From an optimization exercise on the open Yosys and OpenROAD flow, aimed at small area, a short achievable clock period and few clock cycles per item; shortcuts taken in it are not production practice. RTL that was checked went through simulation tests only; none was proved equivalent to the original. Power is estimated from default activity; no workload was simulated.

## run A
## SequentialMultiplier128Bit
module SequentialMultiplier128Bit(
    input [127:0] a,
    input [127:0] b,
    input reset_n,
    input clk,
    output [255:0] p,
    output done
    );
make LEC_CHECK=0 ABC_AREA=1 CAP_MARGIN=20 CORE_MARGIN=2 CORE_UTILIZATION=50 SETUP_SLACK_MARGIN=3.2 SLEW_MARGIN=20 TNS_END_PERCENT=5 finish   # period 5.5 ns
run.sh (not shown) runs the stock make flow with config.mk's settings and CLKGATE_MAP_FILE= SYNTH_SCRIPT=/design/flow/synth_recipe.tcl, a recipe that flattens the netlist after the stock synthesis.
Every stage of the flow completed for run A, and the final layout passed the timing, design-rule and antenna checks.
Relative to run A, the following input files were edited for run B:
==> flow/flow/run.sh (new file) <==
#!/bin/bash
# Own layout flow: the standard ORFS flow (standard.sh, unchanged synthesis) with two
# layout settings changed:
#  - the port buffers that buffer_ports inserts are sky130_fd_sc_hd__buf_2 instead of the
#    delay-type buffer it picks by default (every input and output port still gets a buffer);
#  - MATCH_CELL_FOOTPRINT=0, so the timing repair may resize a cell to one of another width.
# Each tool's full output goes to standard.log here and to ORFS's own logs under orfs/logs.
set -euo pipefail
export BUFFER_PORTS_ARGS="-buffer_cell sky130_fd_sc_hd__buf_2"
bash standard.sh MATCH_CELL_FOOTPRINT=0 "BUFFER_PORTS_ARGS=-buffer_cell sky130_fd_sc_hd__buf_2" finish > standard.log 2>&1
test -s out/final.def
==> flow/standard.sh (new file) <==
#!/bin/bash
# synth_recipe.tcl (not shown) runs the flow's synth.tcl, then flattens the netlist and writes it again
# the make line also repeats each setting of config.mk as NAME=value (left out here)
make -C /OpenROAD-flow-scripts/flow DESIGN_CONFIG=/design/flow/config.mk WORK_HOME=/design/flow/orfs CLKGATE_MAP_FILE= SYNTH_SCRIPT=/design/flow/synth_recipe.tcl "${@:-finish}"
removed: flow/run.sh
### Flow results
- Run B did not stop at any stage, and its layout met the timing, design-rule and antenna checks.
- Sum of routed wire segments on met1, run B and run A: lower on run A
- Final count of negative-setup-slack endpoints came out exactly the same in run B and run A.
- From run A to run B the numbers moved as follows: worst setup slack fell by 58 ps, post-route non-filler standard cell count went up.
- Where hold slack is concerned, run A is better than run B.
- From run A to run B the numbers moved as follows: sequential share of cell area increased 0.39 points, wire length of the first global-routing pass -about 1.5%.
- In the final reports, the cell area of run B is smaller than that of run A.
No run of this note included a check of the RTL's function; only the layout flow was run.

========
SequentialMultiplier128Bit, a different RTL version from the one above (not shown whole).
For scale: ~6000 cells after synthesis, ~430 flip-flops, ~520 I/O pins, ~45000 µm² of cells after synthesis.
==> flow/design.v (excerpt) <==
module SequentialMultiplier128Bit(
    input [127:0] a,
    input [127:0] b,
    input reset_n,
    input clk,
    output [255:0] p,
    output done
    );
Settings: LEC_CHECK=0, ABC_AREA=1, CAP_MARGIN=20, CORE_MARGIN=2, CORE_UTILIZATION=55, SETUP_SLACK_MARGIN=2.7, SLEW_MARGIN=20, TNS_END_PERCENT=5; clock period 5.5 ns.
standard.sh (not shown) runs the stock make flow with config.mk's settings and CLKGATE_MAP_FILE= SYNTH_SCRIPT=/design/flow/synth_recipe.tcl, a recipe that flattens the netlist after the stock synthesis.
==> flow/flow/run.sh <==
#!/bin/bash
# Own layout flow: the standard ORFS flow (standard.sh, unchanged synthesis) with two
# layout settings changed:
#  - the port buffers that buffer_ports inserts are sky130_fd_sc_hd__buf_1 instead of the
#    delay-type buffer it picks by default (every input and output port still gets a buffer);
#  - MATCH_CELL_FOOTPRINT=0, so the timing repair may resize a cell to one of another width.
# Each tool's full output goes to standard.log here and to ORFS's own logs under orfs/logs.
set -euo pipefail
export BUFFER_PORTS_ARGS="-buffer_cell sky130_fd_sc_hd__buf_1"
bash standard.sh MATCH_CELL_FOOTPRINT=0 "BUFFER_PORTS_ARGS=-buffer_cell sky130_fd_sc_hd__buf_1" finish > standard.log 2>&1
test -s out/final.def
Testbench counts at the start, summed over its fixed seeds: cycles 6,912, items 384.
==> next run, changes <==
--- a/flow/config.mk
+++ b/flow/config.mk
@@ -9,6 +9,6 @@
 export CAP_MARGIN = 20
 export CORE_MARGIN = 2
-export CORE_UTILIZATION = 55
-export SETUP_SLACK_MARGIN = 2.7
+export CORE_UTILIZATION = 50
+export SETUP_SLACK_MARGIN = 2.9
 export SLEW_MARGIN = 20
 export TNS_END_PERCENT = 5
=> The changed run completed without violations; die area increases by 9.9%; final cell count rose by 2.3%; register-to-register slack is better by 0.06 ns; non-clock buffer count went up by 63; total power rose by 2.8%; worst setup slack improved by 0.047 ns; synthesized area is unchanged; fmax goes up by 1.6%; core utilization goes down by 4.5 points; global-route usage fell by 1.9 points; routed wire length rises by 0.50%.

========
Another version of the RTL of SequentialMultiplier128Bit (not shown whole).
For scale: about 6,000 cells after synthesis, ~440 flip-flops, roughly 520 I/O pins.
Design SequentialMultiplier128Bit, start of the top module:
module SequentialMultiplier128Bit(
    input [127:0] a,
    input [127:0] b,
    input reset_n,
    input clk,
    output [255:0] p,
    output done
    );
  reg [4:0] cnt;
  reg done_r;
  reg shen;      
  reg nz;        
  reg [130:0] S, C;
  reg [127:0] pl;
  reg [7:0] Sp;
  reg [7:1] Cp;
  reg nlp;
  reg [1:0] cv;
  reg [3:0] one, two, neg;       
  reg [3:0] onen, twon, negn;    
  wire ld = ~reset_n;
  reg fin;       
  wire last = fin;
  wire [3:0] nneg = ~neg;
  wire [128:0] pp0;
  assign pp0[63:0] = (({64{one[0]}} & b[63:0]) | ({64{two[0]}} & {b[62:0], 1'b0})) ^ {64{neg[0]}};
  assign pp0[128:64] = ~(({65{onen[0]}} | {1'b1, ~b[127:64]}) & ({65{twon[0]}} | ~b[127:63])) ^ ~{65{negn[0]}};
  wire [128:0] pp1;
  assign pp1[63:0] = (({64{one[1]}} & b[63:0]) | ({64{two[1]}} & {b[62:0], 1'b0})) ^ {64{neg[1]}};
  assign pp1[128:64] = ~(({65{onen[1]}} | {1'b1, ~b[127:64]}) & ({65{twon[1]}} | ~b[127:63])) ^ ~{65{negn[1]}};
  wire [128:0] pp2;
  assign pp2[63:0] = (({64{one[2]}} & b[63:0]) | ({64{two[2]}} & {b[62:0], 1'b0})) ^ {64{neg[2]}};
  assign pp2[128:64] = ~(({65{onen[2]}} | {1'b1, ~b[127:64]}) & ({65{twon[2]}} | ~b[127:63])) ^ ~{65{negn[2]}};
  wire [128:0] pp3;
  assign pp3[63:0] = (({64{one[3]}} & b[63:0]) | ({64{two[3]}} & {b[62:0], 1'b0})) ^ {64{neg[3]}};
  assign pp3[128:64] = ~(({65{onen[3]}} | {1'b1, ~b[127:64]}) & ({65{twon[3]}} | ~b[127:63])) ^ ~{65{negn[3]}};
  wire [130:0] Sg = nz ? S : {3'b0, b & {128{pl[0]}}};
  ...
Settings: LEC_CHECK=0, ABC_AREA=1, CAP_MARGIN=20, CORE_MARGIN=2, CORE_UTILIZATION=50, SETUP_SLACK_MARGIN=3.2, SLEW_MARGIN=20, TNS_END_PERCENT=5; clock period 5.5 ns.
==> flow/flow/run.sh <==
#!/bin/bash
# Own layout flow: the standard ORFS flow (standard.sh, unchanged synthesis) with two
# layout settings changed:
#  - the port buffers that buffer_ports inserts are sky130_fd_sc_hd__buf_2 instead of the
#    delay-type buffer it picks by default (every input and output port still gets a buffer);
#  - MATCH_CELL_FOOTPRINT=0, so the timing repair may resize a cell to one of another width.
# Each tool's full output goes to standard.log here and to ORFS's own logs under orfs/logs.
set -euo pipefail
export BUFFER_PORTS_ARGS="-buffer_cell sky130_fd_sc_hd__buf_2"
bash standard.sh MATCH_CELL_FOOTPRINT=0 "BUFFER_PORTS_ARGS=-buffer_cell sky130_fd_sc_hd__buf_2" finish > standard.log 2>&1
test -s out/final.def
Testbench counts at the start, summed over its fixed seeds: cycles 6,912, items 384.
Change:
Settings changed: SETUP_SLACK_MARGIN 3.2 to 2.7.
=>
- The changed run ran to the end with no violations
- global-route usage goes down by 2.4 points
- clock skew goes down by 0.0035 ns
- design area goes down by 2.0%
- non-clock buffer count goes down by 44

========
SequentialMultiplier128Bit, a different RTL version from the one above (not shown whole).
Size: about 5000 cells after synthesis, roughly 440 flip-flops, about 44000 um2 of cells after synthesis.
Settings: LEC_CHECK=0, CAP_MARGIN=20, CORE_MARGIN=2, CORE_UTILIZATION=50, SETUP_SLACK_MARGIN=3.0, SLEW_MARGIN=20, TNS_END_PERCENT=5; clock period 5.5 ns.
run.sh (not shown) runs the stock make flow with config.mk's settings and CLKGATE_MAP_FILE= SYNTH_SCRIPT=/design/flow/synth_recipe.tcl, a recipe that flattens the netlist after the stock synthesis.
Stock flow here: none of the scripts above is used.
Testbench counts at the start, summed over its fixed seeds: cycles 6,912, items 384.
Rerun with:
--- a/flow/config.mk
+++ b/flow/config.mk
@@ -11 +11 @@
-export SETUP_SLACK_MARGIN = 3.0
+export SETUP_SLACK_MARGIN = 2.8
@@ -13 +12,0 @@
-export TNS_END_PERCENT = 5
- die area stays the same
- synthesized cell count is unchanged
- clock skew climbs by 24 ps
- final area rises by 8.8%

========
== v33 ==
SequentialMultiplier128Bit with an RTL version that a note above also has.
Size: about 6000 cells after synthesis, roughly 430 flip-flops, about 45000 µm² of cells after synthesis.
Settings: LEC_CHECK=0, ABC_AREA=1, CAP_MARGIN=20, CORE_MARGIN=2, CORE_UTILIZATION=50, SETUP_SLACK_MARGIN=2.5, SLEW_MARGIN=20, TNS_END_PERCENT=5; clock period 5.5 ns.
standard.sh (not shown) runs the stock make flow with config.mk's settings and CLKGATE_MAP_FILE= SYNTH_SCRIPT=/design/flow/synth_recipe.tcl, a recipe that flattens the netlist after the stock synthesis.
==> flow/flow/run.sh <==
#!/bin/bash
# Own layout flow: the standard ORFS flow (standard.sh, unchanged synthesis) with two
# layout settings changed:
#  - the port buffers that buffer_ports inserts are sky130_fd_sc_hd__buf_1 instead of the
#    delay-type buffer it picks by default (every input and output port still gets a buffer);
#  - MATCH_CELL_FOOTPRINT=0, so the timing repair may resize a cell to one of another width.
# Each tool's full output goes to standard.log here and to ORFS's own logs under orfs/logs.
set -euo pipefail
export BUFFER_PORTS_ARGS="-buffer_cell sky130_fd_sc_hd__buf_1"
bash standard.sh MATCH_CELL_FOOTPRINT=0 "BUFFER_PORTS_ARGS=-buffer_cell sky130_fd_sc_hd__buf_1" finish > standard.log 2>&1
test -s out/final.def
Testbench counts of v33, summed over its fixed seeds: cycles 6,912, items 384.
[inputs] v51 vs v33
Settings: CTS_BUF_LIST: unset -> sky130_fd_sc_hd__clkbuf_8; SETUP_SLACK_MARGIN: 2.5 -> 2.7.
[summary]
Status: total power per unit cell area parity (v33, v51). The fraction of the cycle the final worst path needs in v51 sits 2.2 points below the value recorded for v33. Diff v33 -> v51 | average vias per placed instance | decrease of about 0.43%.
> inputs changed (v51 -> v59)
Settings: clearing ABC_AREA, which used to be 1; clearing CTS_BUF_LIST, which used to be sky130_fd_sc_hd__clkbuf_8.
Notes after the runs:
- [compare] base=v51 new=v59: aggregate routed wire length shrank by 12 mm, layout cell share with drive strength beyond 1 climbed 0.81 points, die area now smaller, clock network fraction of design power shows an increase of 0.9 points.
- Looking at cell type of the slowest stage on the worst timing path, the a21boi_0 result is from v59; the fa_1 one comes from v51.
- v59 vs v51: area after synthesis down
- Placeable core area on v59 is ahead of v51.
- For the critical path depth in cells, v59 came in 1 higher than v51 did.
- Power: v59 draws more than v51
diff inputs: v59 => v41
Settings: putting ABC_AREA at 1 where nothing was set; swapping 5 for 15 in TNS_END_PERCENT.
==> notes.md <==
Result: PASS for each of v59 and v41
Number of instances in the synthesized netlist ends up higher on v41.
Placed wire-length estimate: v41 vs v59 up about 0.5%
Compared with v59, v41 shows a lower final cycle utilization of the critical path.
Setup TNS came out exactly the same in v59 and v41.
Die area in v41 is 720 µm² above v59.
Count of plain and timing-repair buffers | v41 above v59
Relative to v59, the post-CTS resize count measured on v41 has increased by more than 100%.
v41 vs. v59: part of the power in combinational logic picked up an extra 0.5 points; global-route usage picked up an extra 0.69 points; worst hold slack picked up an extra 3.6 ps.
Route | v41 vs v59 | wire longer in v41

## separate check: timing with driven ports
The results above use ideal ports. As a check the final layouts listed here were re-extracted and re-timed, cells and wires unchanged.
Step 1 sets driving cells, clkbuf_16 on the clock port and buf_2 on the other inputs (assumed; they add their load-dependent delay and slew).
Step 2, shift: input delay + t, output delay - t, t = (earliest + latest rising clock arrival at the registers) / 2. This alone moves slack from input paths to output paths.
Slacks: no drivers / after step 1 / after step 2; pairs: no drivers / after step 1.
run | t (ns) | setup slack, ns | worst register clock-pin slew, ns | worst slew at a driven data input, ns | cell pins on the clock port's net
run A | 0.772 | 2.656 / 2.656 / 1.891 | 0.07 / 0.07 | 0.16 | 1
run B | 0.735 | 2.597 / 2.585 / 1.850 | 0.07 / 0.07 | 0.18 | 1
the first run of note 2 | 0.728 | 2.583 / 2.630 / 1.904 | 0.07 / 0.07 | 0.15 | 1
the second run of note 2 | 0.731 | 2.630 / 2.682 / 1.951 | 0.07 / 0.07 | 0.17 | 1
the first run of note 3 | 0.740 | 2.579 / 2.579 / 1.985 | 0.07 / 0.07 | 0.13 | 1
the second run of note 3 | 0.732 | 2.590 / 2.624 / 1.906 | 0.06 / 0.06 | 0.12 | 1
the first run of note 4 | 0.721 | 2.083 / 2.083 / 1.401 | 0.07 / 0.07 | 0.18 | 1
the second run of note 4 | 0.718 | 1.945 / 1.945 / 1.682 | 0.07 / 0.07 | 0.14 | 1
v33 | 0.728 | 2.524 / 2.544 / 1.818 | 0.07 / 0.07 | 0.16 | 1
v51 | 0.837 | 2.647 / 2.647 / 1.926 | 0.07 / 0.07 | 0.17 | 1
v59 | 0.698 | 2.084 / 2.084 / 1.711 | 0.07 / 0.07 | 0.15 | 1
v41 | 0.720 | 2.717 / 2.722 / 2.036 | 0.07 / 0.07 | 0.17 | 1
After both steps setup and hold are still met in every run listed. The setup slack of run A, which loses most, moves by 0.000 ns with the drivers and by -0.765 ns with both steps.
